Source: an optimization exercise on an open RTL-to-GDS flow (aim: small area, a short achievable clock period and few clock cycles). Production flows keep margins and buffers that such runs may drop.
Function was checked by simulation only, so behaviour that the tests miss may differ from the original.
No activity file was given, so power comes from the tool's default toggle rates.

10-04:
// mgm
module mgm(clk, rst, len_A, len_M, cmd, done, key, A, M, C, T, nonce);
Size: roughly 6900 cells after synthesis, ~760 flip-flops, roughly 650 I/O pins, ~0.059 mm² of cells after synthesis.
clock: 7.5 ns
lec_check: 0
cap_margin: 20
core_margin: 2
core_utilization: 50
setup_slack_margin: 4
slew_margin: 20
standard.sh (not shown) runs the stock make flow with config.mk's settings and CLKGATE_MAP_FILE= SYNTH_SCRIPT=/design/flow/synth_recipe.tcl, a recipe that flattens the netlist after the stock synthesis.
==> flow/flow/run.sh <==
#!/bin/bash
# The standard layout (the standard.sh: ORFS synthesis, floorplan,
# placement, CTS and routing, unchanged), except that the port buffers that
# global placement puts on every input and output are the smallest buffer
# cell, sky130_fd_sc_hd__buf_1, instead of the slow 10 um2 delay buffer that
# buffer_ports picks by default. Timing repair still resizes them where a
# path needs it.
set -euo pipefail
export BUFFER_PORTS_ARGS="-buffer_cell sky130_fd_sc_hd__buf_1"
bash standard.sh > standard_flow.log 2>&1
Testbench counts of 10-04, summed over its fixed seeds: cycles 7,364.
Input changes introduced in 08-16 (baseline for comparison: 10-04):
-- flow/design.v --
<<< 10-04, line 413
  output reg [31:0] kreg;
  reg [4:0] rn;         
  wire [31:0] K [0:7];
  assign {K[0],K[1],K[2],K[3],K[4],K[5],K[6],K[7]} = key;
  wire [2:0] kidx = (&rn[4:3]) ? ~rn[2:0] : rn[2:0];
  assign fin = run & (rn == 5'd0);
  wire run_n = rst ? 1'b0 : load ? 1'b1 : fin ? 1'b0 : run;
  wire [4:0] rn_n = load ? 5'd1 : rn + 5'd1;
  assign fin_n = run_n & (rn_n == 5'd0);
  always @(posedge clk) begin
    run <= run_n;
    rn <= rn_n;
    kreg <= load ? K[0] : K[kidx];
  end
endmodule
>>> 08-16, line 413
  output reg [31:0] kreg;
  reg [4:0] rn;         
  reg [7:0] ksel;       
  wire [31:0] K [0:7];
  assign {K[0],K[1],K[2],K[3],K[4],K[5],K[6],K[7]} = key;
  assign fin = run & (rn == 5'd0);
  wire run_n = rst ? 1'b0 : load ? 1'b1 : fin ? 1'b0 : run;
  wire [4:0] rn_n = load ? 5'd1 : rn + 5'd1;
  assign fin_n = run_n & (rn_n == 5'd0);
  wire [2:0] kidx_n = (&rn_n[4:3]) ? ~rn_n[2:0] : rn_n[2:0];
  integer j;
  reg [31:0] kw;
  always @(*) begin
    kw = 32'h0;
    for (j = 0; j < 8; j = j + 1)
      kw = kw | (K[j] & {32{ksel[j]}});
  end
  always @(posedge clk) begin
    run <= run_n;
    rn <= rn_n;
    ksel <= 8'd1 << kidx_n;
    kreg <= load ? K[0] : kw;
  end
endmodule
<<< 10-04, line 490
reg [31:0] LA, LM;
reg        mbusy;
reg [6:0]  lenq;         
reg        lenok;
reg c_done, c_clr_pc, c_ld_zy, c_ld_h0, c_ld_h1, c_ld_g0, c_ld_g1, c_tk_h, c_tk_g,
    c_ld_a, c_ld_c, c_ld_l, c_clr_acc, c_h0_s, c_h0_n, c_g0_n, c_zinc, c_yinc;
>>> 08-16, line 499
reg [31:0] LA, LM;
reg        mbusy;
reg [31:0] lenAq, lenMq;
reg c_done, c_clr_pc, c_ld_zy, c_ld_h0, c_ld_h1, c_ld_g0, c_ld_g1, c_tk_h, c_tk_g,
    c_ld_a, c_ld_c, c_ld_l, c_clr_acc, c_h0_s, c_h0_n, c_g0_n, c_zinc, c_yinc;
<<< 10-04, line 596
assign T = h0q;
wire [63:0] mask;
genvar i;
generate for (i = 0; i < 64; i = i + 1) begin : msk
    assign mask[i] = lenok && (lenq >= 7'd64 - i);
end endgenerate
wire [63:0] cval = (pc == 6) ? ((gq ^ M) & mask) : (gq ^ M);
>>> 08-16, line 604
assign T = h0q;
wire [63:0] mask;
wire lenok = (lenMq[31:7] == 25'd0) && (lenMq[6:0] <= 7'd64);
genvar i;
generate for (i = 0; i < 64; i = i + 1) begin : msk
    assign mask[i] = lenok && (lenMq[6:0] >= 7'd64 - i);
end endgenerate
wire [63:0] cval = (pc == 6) ? ((gq ^ M) & mask) : (gq ^ M);
<<< 10-04, line 604
mul m(.x(x), .y(y[3:0]), .t(mt), .xn(xn));
always @(posedge clk) begin
    lenq <= len_M[6:0];
    lenok <= (len_M[31:7] == 25'd0) && (len_M[6:0] <= 7'd64);
    if (c_ld_zy) Z <= h0q;
    else if (c_zinc) Z[63:32] <= Z[63:32] + 32'h1;
>>> 08-16, line 613
mul m(.x(x), .y(y[3:0]), .t(mt), .xn(xn));
always @(posedge clk) begin
    lenAq <= len_A;
    lenMq <= len_M;
    if (c_ld_zy) Z <= h0q;
    else if (c_zinc) Z[63:32] <= Z[63:32] + 32'h1;
<<< 10-04, line 618
    S <= c_clr_acc ? 64'h0 : S ^ mt;
    if (c_clr_acc) LA <= 32'h0;
    else if (c_ld_a) LA <= LA + len_A;
    if (c_clr_acc) LM <= 32'h0;
    else if (c_ld_c) LM <= LM + len_M;
end
assign C = y;
>>> 08-16, line 627
    S <= c_clr_acc ? 64'h0 : S ^ mt;
    if (c_clr_acc) LA <= 32'h0;
    else if (c_ld_a) LA <= LA + lenAq;
    if (c_clr_acc) LM <= 32'h0;
    else if (c_ld_c) LM <= LM + lenMq;
end
assign C = y;
Notes after the runs:
Total power (08-16 vs. 10-04) decreases slightly. From 10-04 to 08-16 the numbers moved as follows: net load switching power went down 3.0%; number of multi-input combinational cells in the layout lower; first-pass GRT wire length roughly the same; buffer count excluding the clock tree in the final layout increased by about 0.8% relative to the old numbers.
Testbench counts of 08-16, summed over its fixed seeds: cycles 7,364.

---

Starting RTL as in the previous note.
==> flow/config.mk <==
export PLATFORM = sky130hd
export DESIGN_NAME = mgm
export DESIGN_NICKNAME = mgm
export VERILOG_FILES = /design/flow/design.v
export SDC_FILE = /design/flow/constraint.sdc
export NUM_CORES = 4
export LEC_CHECK = 0
export CAP_MARGIN = 20
export CORE_MARGIN = 2
export CORE_UTILIZATION = 50
export CTS_CLUSTER_DIAMETER = 100
export CTS_CLUSTER_SIZE = 20
export SETUP_SLACK_MARGIN = 4
export SLEW_MARGIN = 20
==> flow/constraint.sdc <==
create_clock -name core_clock -period 7.5 [get_ports {clk}]
set_input_delay 1.5000 -clock core_clock [delete_from_list [all_inputs] [get_ports {clk}]]
set_output_delay 1.5000 -clock core_clock [all_outputs]
set_load 0.01 [all_outputs]
Scripts as last shown in full above: flow/flow/run.sh
The first run went through all stages and came out clean.
Testbench counts at the start, summed over its fixed seeds: cycles 7,364.
Then changed:
--- a/flow/design.v
+++ b/flow/design.v
@@ -364,49 +364,20 @@
       4'd11: S8 = 4'h6;
       4'd12: S8 = 4'h9;
       4'd13: S8 = 4'hC;
       4'd14: S8 = 4'hB;
       4'd15: S8 = 4'h2;
       default: S8 = 4'hX;
     endcase
   end
 endfunction
-  wire [31:0] g = a & k;
-  wire [31:0] p = a ^ k;
-  wire [7:0] G, P;
-  genvar n;
-  generate for (n = 0; n < 8; n = n + 1) begin : nib
-    assign G[n] = g[4*n+3] | (p[4*n+3] & g[4*n+2]) | (p[4*n+3] & p[4*n+2] & g[4*n+1]) |
-                  (p[4*n+3] & p[4*n+2] & p[4*n+1] & g[4*n]);
-    assign P[n] = &p[4*n+3:4*n];
-  end endgenerate
-  wire g01 = G[1] | (P[1] & G[0]);
-  wire p01 = P[1] & P[0];
-  wire g23 = G[3] | (P[3] & G[2]);
-  wire p23 = P[3] & P[2];
-  wire g45 = G[5] | (P[5] & G[4]);
-  wire p45 = P[5] & P[4];
-  wire g03 = g23 | (p23 & g01);
-  wire g02 = G[2] | (P[2] & g01);
-  wire g04 = G[4] | (P[4] & g03);
-  wire g05 = g45 | (p45 & g03);
-  wire g06 = G[6] | (P[6] & g05);
-  wire [7:0] c = {g06, g05, g04, g03, g02, g01, G[0], 1'b0};
-  wire [3:0] s0 [0:7];
-  wire [3:0] s1 [0:7];
-  generate for (n = 0; n < 8; n = n + 1) begin : sum
-    assign s0[n] = a[4*n+3:4*n] + k[4*n+3:4*n];
-    assign s1[n] = a[4*n+3:4*n] + k[4*n+3:4*n] + 4'd1;
-  end endgenerate
-  wire [31:0] x0 = {S8(s0[7]), S7(s0[6]), S6(s0[5]), S5(s0[4]), S4(s0[3]), S3(s0[2]), S2(s0[1]), S1(s0[0])};
-  wire [31:0] x1 = {S8(s1[7]), S7(s1[6]), S6(s1[5]), S5(s1[4]), S4(s1[3]), S3(s1[2]), S2(s1[1]), S1(s1[0])};
-  wire [31:0] cm = {{4{c[7]}}, {4{c[6]}}, {4{c[5]}}, {4{c[4]}}, {4{c[3]}}, {4{c[2]}}, {4{c[1]}}, {4{c[0]}}};
-  wire [31:0] sb = (x1 & cm) | (x0 & ~cm);
+  wire [31:0] s  = a + k;
+  wire [31:0] sb = {S8(s[31:28]),S7(s[27:24]),S6(s[23:20]),S5(s[19:16]),S4(s[15:12]),S3(s[11:8]),S2(s[7:4]),S1(s[3:0])};
   assign f = {sb[20:0], sb[31:21]};
 endmodule
 module gost_ku (clk, rst, key, load, run, fin, fin_n, kreg);
   input clk, rst;
   input [255:0] key;
   input load;
   output reg run;
   output fin;           
   output fin_n;         
Maximum frequency falls by 13%.
Count of clock-buffer cells in the layout fell by 3.
Final area goes up by 0.34%.
Global-route usage barely changes.
Via count falls by 6.6%.
Hold slack loses 0.0051 ns.
Clock skew drops by 0.022 ns.
Routed wire length falls by 6.5%.
Total power shrinks by 2.5%.
Sequential power rises by 8.7%.
Die area drops by 5.9%.
Testbench counts after the change, summed over its fixed seeds: cycles 7,364.

static timing again, ports no longer ideal:
The flow's constraints put no driver on any port. The routed layouts listed below were extracted and timed again, unchanged, in two steps.
Step 1 assumes that a clkbuf_16 drives the clock port and a buf_2 every other input.
Step 2, shift: input delay + t, output delay - t, t = (earliest + latest rising clock arrival at the registers) / 2. This alone moves slack from input paths to output paths.
Slacks: ideal / step 1 / step 2; pairs: ideal / step 1.
| run | shift t [ns] | setup WS [ns] | clock arrival spread, ns | slew at the worst register clock pin (ns) | worst slew at a driven data input, ns |
|---|---|---|---|---|---|
| 10-04 | 0.772 | 4.033 / 3.977 / 3.352 | 0.023 / 0.023 | 0.07 / 0.07 | 0.19 |
| 08-16 | 0.780 | 4.036 / 3.998 / 3.830 | 0.043 / 0.043 | 0.07 / 0.07 | 0.20 |
| the first run of note 2 | 0.764 | 3.979 / 3.979 / 3.349 | 0.052 / 0.052 | 0.10 / 0.10 | 0.19 |
| the second run of note 2 | 0.766 | 3.459 / 3.459 / 3.037 | 0.030 / 0.029 | 0.10 / 0.10 | 0.18 |
After both steps every run listed still meets setup and hold. The setup slack of 10-04, which loses most, moves by -0.056 ns with the drivers and by -0.681 ns with both steps.
